Context: an optimization exercise on an open-source flow, tuned for small area. The choices shown serve that exercise and are no tape-out recipe.
Only simulation tests tie the RTL to the original design; equivalence was not proved.
The clock input has no modelled driver; a real chip could not lean on it and would need a root buffer or a full tree.
Power and IR drop assume default switching activity.

==> module pv_parser, before the edit <==
module pv_parser (
   input  wire       clk, rst, dv,
   input  wire [7:0] rb,
   output reg  [8:0] p1y, p2y, by,
   output reg  [9:0] bx,
   output reg  [2:0] sa, sb,
   output reg  [7:0] led
);
   reg [3:0] ps;
   reg [8:0] p1s, p2s, bys;
   reg [9:0] bxs;
   function [8:0] clamp_y;
      input [7:0] hi, lo;
   begin
      if (hi[7]) clamp_y = 9'd0;
      else if ((|hi[6:1]) || (hi[0] && lo[7] && lo[6] && lo[5])) clamp_y = 9'd479;
      else clamp_y = {hi[0], lo};
   end
   endfunction
   function [9:0] clamp_x;
      input [7:0] hi, lo;
   begin
      if (hi[7]) clamp_x = 10'd0;
      else if ((|hi[6:2]) || (hi[1] && (hi[0] || lo[7]))) clamp_x = 10'd639;
      else clamp_x = {hi[1:0], lo};
   end
   endfunction
   always @(posedge clk) begin
      if (rst)
         ps <= 4'd0;
      else if (dv) begin
         if (ps == 4'd0)
            ps <= (rb == 8'hA5) ? 4'd1 : 4'd0;
         else if (ps == 4'd11)
            ps <= 4'd0;
         else
            ps <= ps + 4'd1;
      end
   end
   always @(posedge clk) begin
      if (rst) begin
         p1s <= 9'd0;
         p2s <= 9'd0;
         bxs <= 10'd0;
         bys <= 9'd0;
      end else if (dv) begin
         case (ps)
            4'd2: p1s <= ~clamp_y(led, rb);
            4'd4: p2s <= ~clamp_y(led, rb);
            4'd6: bxs <= ~clamp_x(led, rb);
            4'd8: bys <= ~clamp_y(led, rb);
            default: ;
         endcase
      end
   end
   always @(posedge clk) begin
      if (rst) begin
         p1y <= ~9'd200;
         p2y <= ~9'd200;
         bx  <= ~10'd320;
         by  <= ~9'd240;
         sa  <= 3'd0;
         sb  <= 3'd0;
         led <= 8'd0;
      end else if (dv) begin
         led <= rb;
         if (ps == 4'd9)  sa <= {|rb[7:2], rb[1:0]};
         if (ps == 4'd10) sb <= {|rb[7:2], rb[1:0]};
         if (ps == 4'd11 && rb == 8'h5A) begin
            p1y <= p1s;
            p2y <= p2s;
            bx  <= bxs;
            by  <= bys;
         end
      end
   end
endmodule
Settings: LEC_CHECK=0, CAP_MARGIN=20, CORE_MARGIN=2, CORE_UTILIZATION=65, SLEW_MARGIN=20; clock period 10.0 ns.
standard.sh (not shown) runs the stock make flow with config.mk's settings and CLKGATE_MAP_FILE= SYNTH_SCRIPT=/design/flow/synth_recipe.tcl, a recipe that flattens the netlist after the stock synthesis.
==> flow/flow/run.sh <==
#!/bin/bash
# ORFS flow through the standard.sh, with a private copy of the ORFS
# scripts that differs in two places:
#  - abc_speed.script is replaced by flow/abc_area_deep.script, an
#    area-oriented ABC script (deepsyn, then area mapping); synthesis is run
#    once per deepsyn seed below and the netlist with the least cell area
#    (ABC's buffers not counted, placement removes them) is kept. The Yosys
#    steps, register mapping, flattening and renaming are the standard ones.
#  - cts.tcl builds the clock tree with flow/manual_cts.tcl (port -> one root
#    clkbuf_4 -> 8 leaf clkbuf_8, each driving a compact cluster of about 17
#    flip-flops) instead of TritonCTS; the rest of the CTS step (timing
#    repair, placement legalisation) is unchanged.
# Port buffers are buf_1. Each make run logs to its own file here; ORFS keeps
# its per-step logs under orfs/logs, and each seed's synthesis log, report and
# netlist are kept under synth_runs/.
set -euo pipefail
rm -rf scripts_abc synth_runs
cp -r "$FLOW_HOME/scripts" scripts_abc
sed -i "s#log_cmd clock_tree_synthesis {\*}\$cts_args#source $PWD/flow/manual_cts.tcl; manual_cts MAX10_CLK1_50 sky130_fd_sc_hd__clkbuf_8 sky130_fd_sc_hd__clkbuf_4 3#" scripts_abc/cts.tcl
grep -q "manual_cts MAX10_CLK1_50" scripts_abc/cts.tcl
ARGS=(
  "SCRIPTS_DIR=$PWD/scripts_abc"
  "BUFFER_PORTS_ARGS=-buffer_cell sky130_fd_sc_hd__buf_1"
)
RES=orfs/results/sky130hd/FPGA/base
REP=orfs/reports/sky130hd/FPGA/base
LOGD=orfs/logs/sky130hd/FPGA/base
FILES="1_2_yosys.v 1_2_yosys.sdc 1_synth.odb 1_synth.sdc"
best=""
bestarea=""
for S in 1 2 3 5 7 11 13 17; do
  sed "s/@SEED@/$S/" flow/abc_area_deep.script > scripts_abc/abc_speed.script
  for f in $FILES; do rm -f "$RES/$f"; done
  bash standard.sh "${ARGS[@]}" synth > "flow_synth_seed$S.log" 2>&1
  mkdir -p "synth_runs/s$S"
  for f in $FILES; do cp -p "$RES/$f" "synth_runs/s$S/"; done
  cp -p "$REP/synth_stat.txt" "$LOGD/1_2_yosys.log" "synth_runs/s$S/"
  area=$(awk '$NF ~ /^sky130_fd_sc_hd__/ && $NF !~ /__(buf|clkbuf)_[0-9]+$/ {a += $2} END {printf "%.4f", a}' "$REP/synth_stat.txt")
  echo "seed $S area $area" | tee -a synth_runs/summary.txt
  if [[ -z "$best" ]] || awk -v a="$area" -v b="$bestarea" 'BEGIN {exit !(a < b)}'; then
    best=$S
    bestarea=$area
  fi
done
echo "best seed $best area $bestarea" | tee -a synth_runs/summary.txt
sed "s/@SEED@/$best/" flow/abc_area_deep.script > scripts_abc/abc_speed.script
for f in $FILES; do cp -p "synth_runs/s$best/$f" "$RES/$f"; done
cp -p "synth_runs/s$best/synth_stat.txt" "$REP/synth_stat.txt"
touch "$RES/1_2_yosys.v" "$RES/1_2_yosys.sdc"
sleep 1
touch "$RES/1_synth.odb" "$RES/1_synth.sdc"
bash standard.sh "${ARGS[@]}" finish > flow_finish.log 2>&1
Other scripts of this flow, unchanged in this note and not shown: flow/flow/abc_area_deep.script, flow/flow/manual_cts.tcl
The baseline went through all stages and came out clean.
Next try:
--- a/flow/design.v
+++ b/flow/design.v
@@ -134,4 +134,6 @@
    end
    endfunction
+   localparam [3:0] P1 = 4'd1,  P2 = 4'd2,  P3 = 4'd4,  P4 = 4'd9,  P5 = 4'd3, P6 = 4'd6,
+                    P7 = 4'd13, P8 = 4'd10, P9 = 4'd5, P10 = 4'd11, P11 = 4'd7;
    always @(posedge clk) begin
       if (rst)
@@ -139,9 +141,9 @@
       else if (dv) begin
          if (ps == 4'd0)
-            ps <= (rb == 8'hA5) ? 4'd1 : 4'd0;
-         else if (ps == 4'd11)
+            ps <= (rb == 8'hA5) ? P1 : 4'd0;
+         else if (ps == P11)
             ps <= 4'd0;
          else
-            ps <= ps + 4'd1;
+            ps <= {ps[2:0], ps[3] ^ ps[2]};
       end
    end
@@ -154,8 +156,8 @@
       end else if (dv) begin
          case (ps)
-            4'd2: p1s <= ~clamp_y(led, rb);
-            4'd4: p2s <= ~clamp_y(led, rb);
-            4'd6: bxs <= ~clamp_x(led, rb);
-            4'd8: bys <= ~clamp_y(led, rb);
+            P2: p1s <= ~clamp_y(led, rb);
+            P4: p2s <= ~clamp_y(led, rb);
+            P6: bxs <= ~clamp_x(led, rb);
+            P8: bys <= ~clamp_y(led, rb);
             default: ;
          endcase
@@ -173,7 +175,7 @@
       end else if (dv) begin
          led <= rb;
-         if (ps == 4'd9)  sa <= {|rb[7:2], rb[1:0]};
-         if (ps == 4'd10) sb <= {|rb[7:2], rb[1:0]};
-         if (ps == 4'd11 && rb == 8'h5A) begin
+         if (ps == P9)  sa <= {|rb[7:2], rb[1:0]};
+         if (ps == P10) sb <= {|rb[7:2], rb[1:0]};
+         if (ps == P11 && rb == 8'h5A) begin
             p1y <= p1s;
             p2y <= p2s;
After rerunning: The changed run produced a clean layout. Combinational power falls by about 40%. Wire length falls by about 0.7%. Final cell count barely changes. First-iteration DRC count rises by about 90%. Worst setup slack got worse by 0.16 ns. Core utilization falls by 0.55 points. Power falls by about 3.3%. Clock power is about the same. Sequential power falls by about 1%. Die area falls by about 1%. Global-route usage rises by 0.41 points. Area after synthesis falls by 1.0%.
No run of this note takes its clock network from TritonCTS; it comes from the design's own scripts or RTL.

## what the ideal ports hide
In the flow no input, the clock included, has a driving cell. The finished layouts below were timed again as built, in two steps. Step 1 sets driving cells, clkbuf_16 on the clock port and buf_2 on the other inputs (assumed; they add their load-dependent delay and slew). Step 2 also shifts input and output timing later by t, the mid clock arrival at the registers, as if the neighbouring blocks saw the same clock. Three values: ideal, step 1, step 2; two values: the first two.
run	t (ns)	slack for setup (ns)	clock arrival spread, ns
the first run	0.497	5.107 / 5.107 / 4.728	0.012 / 0.012
the second run	0.505	4.945 / 4.945 / 4.640	0.012 / 0.012
After both steps every run listed still meets setup and hold. The setup slack of the first run, which loses most, moves by 0.000 ns with the drivers and by -0.379 ns with both steps.
